Background: an optimization exercise with open tools, aiming at small area. Do not read the settings as production practice. In this exercise RTL edits were held to simulation tests only and were not proved equivalent to the original. The flow treats the clock pin as an ideal source, which a real chip does not have. Power and IR drop assume default switching activity.

==> module counter, before the edit <==
module counter(
    input clk,
    input sys_rst,
    input startbutton,
    input reset,
    input [1:0] select,
    input [3:0] loadmeMSD,
    input [3:0] loadmeLSD,
    output [6:0] sseg,
    output [3:0] an,
    output dp
    );
    reg [4:0] scan;
    reg [4:0] div;
    wire div_fb = ~((div[3] & div[4]) | (div[1] & div[2] & div[4]) | (div[1] & ~div[2] & ~div[3] & ~div[4]));
    wire div_end = div[4] & ~div[3] & ~div[2] & ~div[1];       
    wire tick = div_end & scan[1] & scan[0];
    always @(posedge clk) begin
        if (sys_rst) begin
            scan <= 5'd3;
            div  <= 5'd0;
        end else begin
            scan <= scan + 5'd1;
            div  <= {div[3:0], div_fb};
        end
    end
    localparam [2:0] P_START = 3'd0,
                     P_NOLOAD = 3'd1,
                     P_LOAD = 3'd3,
                     P_WAITWORK = 3'd2,
                     P_WORK = 3'd6,
                     P_WAITSTOP = 3'd4,
                     P_STOP = 3'd7;
    reg [2:0] phase;
    reg cmpl;                    
    reg [3:0] c0, c1, c2, c3;
    reg [2:0] s;
    wire dir = s[2];             
    wire c0_9 = c0[3] & c0[0];
    wire c1_9 = c1[3] & c1[0];
    wire c2_9 = c2[3] & c2[0];
    wire c3_9 = c3[3] & c3[0];
    wire s_z = ~s[1] & ~s[0];    
    wire limit = s_z & c0_9 & c1_9 & c2_9 & c3_9;
    reg [2:0] phase_n;
    always @(*) begin
        phase_n = phase;
        case (phase)
            P_START: phase_n = select[0] ? P_LOAD : P_NOLOAD;
            P_NOLOAD, P_LOAD, P_STOP: begin
                if (reset) phase_n = P_START;
                else if (startbutton) phase_n = P_WAITWORK;
            end
            P_WAITWORK: if (!startbutton) phase_n = P_WORK;
            P_WORK: begin
                if (reset) phase_n = P_START;
                else if (limit || startbutton) phase_n = P_WAITSTOP;
            end
            P_WAITSTOP: if (!startbutton) phase_n = P_STOP;
            default: phase_n = P_START;
        endcase
    end
    always @(posedge clk) begin
        if (sys_rst)
            phase <= P_START;
        else if (tick)
            phase <= phase_n;
    end
    always @(posedge clk) begin
        if (sys_rst)
            cmpl <= 1'b0;
        else if (tick && (phase == P_NOLOAD || phase == P_LOAD))
            cmpl <= dir;
    end
    wire lsd_hi = loadmeLSD[3] & (loadmeLSD[2] | loadmeLSD[1]);
    wire [3:0] l2 = lsd_hi ? loadmeLSD - 4'd10 : loadmeLSD;
    wire [4:0] t = loadmeMSD + lsd_hi;
    wire hi = t >= 5'd10;
    wire [3:0] l3 = hi ? t[3:0] - 4'd10 : t[3:0];
    wire [3:0] k2 = dir ? 4'd9 - l2 : l2;
    wire [3:0] k3 = dir ? 4'd9 - l3 : l3;
    wire wrap = ~cmpl & s[2] & ~s[1] & s[0] & c3[2] & c3[0] & c2[2] & c2[0] & c1[1] & c1[0] & c0[2] & c0[0];
    wire work = tick & (phase == P_WORK) & ~limit;
    wire clr = sys_rst | (tick & (phase == P_NOLOAD)) | (work & wrap);
    wire load = tick & (phase == P_LOAD);
    wire start = tick & (phase == P_START);
    wire e0 = work;
    wire e1 = e0 & c0_9;
    wire e2 = e1 & c1_9;
    wire e3 = e2 & c2_9;
    wire es = e3 & c3_9;
    function [3:0] tog(input [3:0] x, input e);
        tog = {e & x[0] & (x[3] | (x[2] & x[1])), e & x[0] & x[1], e & x[0] & ~x[3], e};
    endfunction
    wire [3:0] n0 = c0 ^ tog(c0, e0);
    wire [3:0] n1 = c1 ^ tog(c1, e1);
    wire [3:0] n2 = c2 ^ tog(c2, e2);
    wire [3:0] n3 = c3 ^ tog(c3, e3);
    wire [2:0] ns = s ^ {es & (~s[2] | s[1]), es & s[0] & ~s[2], es & s[2]};
    always @(posedge clk) begin
        c0 <= clr ? 4'd0 : load ? {dir, 2'b00, dir} : n0;
        c1 <= clr ? 4'd0 : load ? {dir, 2'b00, dir} : n1;
        c2 <= clr ? 4'd0 : load ? k2 : n2;
        c3 <= clr ? 4'd0 : load ? k3 : n3;
    end
    wire s_wrap = work & wrap;   
    always @(posedge clk) begin
        s[2] <= start ? select[1] : ~s_wrap & ns[2];
        s[1] <= ~(start | load) & ns[1];
        s[0] <= ~(start | s_wrap) & (load ? hi : ns[0]);
    end
    wire [1:0] pos = scan[4:3];
    assign an = {~(pos[1] & pos[0]), ~(pos[1] & ~pos[0]), ~(~pos[1] & pos[0]), ~(~pos[1] & ~pos[0])};
    assign dp = ~(pos[1] & ~pos[0]);
    wire [3:0] x = pos[1] ? (pos[0] ? c3 : c2) : (pos[0] ? c1 : c0);
    wire [3:0] d = cmpl ? {~(x[3] | x[2] | x[1]), x[2] ^ x[1], x[1], ~x[0]} : x;
    assign sseg[6] = (~d[3] & ~d[2] & ~d[1] & d[0]) | (d[2] & ~d[1] & ~d[0]);
    assign sseg[5] = d[2] & (d[1] ^ d[0]);
    assign sseg[4] = ~d[2] & d[1] & ~d[0];
    assign sseg[3] = (~d[3] & ~d[2] & ~d[1] & d[0]) | (d[2] & ~d[1] & ~d[0]) | (d[2] & d[1] & d[0]);
    assign sseg[2] = d[0] | (d[2] & ~d[1]);
    assign sseg[1] = (~d[2] & d[1]) | (~d[3] & ~d[2] & d[0]) | (d[1] & d[0]);
    assign sseg[0] = (~d[3] & ~d[2] & ~d[1]) | (d[2] & d[1] & d[0]);
endmodule
clock: 45.0 ns
lec_check: 0
abc_area: 1
cap_margin: 20
core_margin: 2
core_utilization: 40
slew_margin: 20
standard.sh (not shown) runs the stock make flow with config.mk's settings and CLKGATE_MAP_FILE= SYNTH_SCRIPT=/design/flow/synth_recipe.tcl, a recipe that flattens the netlist after the stock synthesis.
==> flow/flow/run.sh <==
#!/bin/bash
# Layout flow: the standard flow (standard.sh) with
#  - a synthesis that differs from the standard one only in its technology
#    mapping of the combinational logic: arithmetic is not mapped to
#    Kogge-Stone adders, yosys's extract_fa is skipped, and ABC maps with
#    several area-oriented scripts, keeping the smallest result
#    (flow/abc_portfolio.tcl); registers, their names and cell types are
#    those of the standard synthesis;
#  - port buffers of the smallest buffer cell;
#  - the clock tree: two clkbuf_8, each driving half of the flip-flops,
#    inserted before CTS (flow/clkbuf.tcl), so TritonCTS adds nothing.
set -euo pipefail
W=$PWD
export FLOW_FLOW_DIR=$W/flow
{
  echo 'proc synth {args} { yosys synth -nofsm -noshare {*}$args }'
  echo 'proc extract_fa {args} { puts "extract_fa skipped" }'
  echo "source $W/flow/abc_portfolio.tcl"
  tail -n +2 synth_recipe.tcl
} > my_synth.tcl
bash standard.sh SYNTH_SCRIPT=$W/my_synth.tcl SYNTH_OPERATIONS_ARGS=-noshare \
  "BUFFER_PORTS_ARGS=-buffer_cell sky130_fd_sc_hd__buf_1" \
  PRE_CTS_TCL=$W/flow/clkbuf.tcl \
  "CTS_ARGS=-sink_clustering_enable -repair_clock_nets -dont_use_dummy_load -buf_list sky130_fd_sc_hd__clkbuf_8" \
  finish > standard.log 2>&1
Other scripts of this flow, unchanged in this note and not shown: flow/flow/abc_b1s0.script, flow/flow/abc_b1s1.script, flow/flow/abc_b1s2.script, flow/flow/abc_b1s3.script, flow/flow/abc_b2s0.script, flow/flow/abc_b2s1.script, flow/flow/abc_b2s2.script, flow/flow/abc_b2s3.script, flow/flow/abc_b3s0.script, flow/flow/abc_b3s1.script, flow/flow/abc_b3s2.script, flow/flow/abc_b3s3.script, flow/flow/abc_b4s0.script, flow/flow/abc_b4s1.script, flow/flow/abc_b4s2.script, flow/flow/abc_b4s3.script, flow/flow/abc_portfolio.tcl, flow/flow/clkbuf.tcl
Rerun with:
--- a/flow/design.v
+++ b/flow/design.v
@@ -24,16 +24,16 @@
             scan <= scan + 5'd1;
             div  <= {div[3:0], div_fb};
         end
     end
     localparam [2:0] P_START = 3'd0,
-                     P_NOLOAD = 3'd1,
-                     P_LOAD = 3'd3,
-                     P_WAITWORK = 3'd2,
-                     P_WORK = 3'd6,
-                     P_WAITSTOP = 3'd4,
-                     P_STOP = 3'd7;
+                     P_NOLOAD = 3'd3,
+                     P_LOAD = 3'd7,
+                     P_WAITWORK = 3'd4,
+                     P_WORK = 3'd5,
+                     P_WAITSTOP = 3'd1,
+                     P_STOP = 3'd2;
     reg [2:0] phase;
     reg cmpl;                    
     reg [3:0] c0, c1, c2, c3;
     reg [2:0] s;
     wire dir = s[2];             
Cell count climbs by 0.32%.
Combinational power climbs by 28%.
Sequential share of layout area came out higher by 0.19 points.
Critical path depth does not change.
Worst hold slack gains 0.014 ns.
First-iteration DRC count went down by 44%.
Fmax barely changes.
Design area came out lower by about 0.5%.
Utilization falls by 0.25 points.
Setup slack gets better by 0.016 ns.
Clock skew is lower by 0.0083 ns.

[afterwards: timing with drivers on the ports]
In the flow no input, the clock included, has a driving cell. The finished layouts below were timed again as built, in two steps. Step 1, drivers: a clkbuf_16 drives clk and a buf_2 each remaining input, both assumed. Step 2 moves the port delays by t, midway between the first and last clock arrival at a register: inputs arrive t later, outputs are due t later. That takes back most of the time a late clock gives input paths. a / b / c = no drivers / after step 1 / after step 2; a / b = the first two.
run	t, ns	setup WS [ns]	latest minus earliest clock arrival (ns)
the first run	0.192	33.800 / 33.766 / 33.958	0.013 / 0.013
the second run	0.195	33.816 / 33.781 / 33.975	0.004 / 0.005
After both steps every run listed still meets setup and hold.
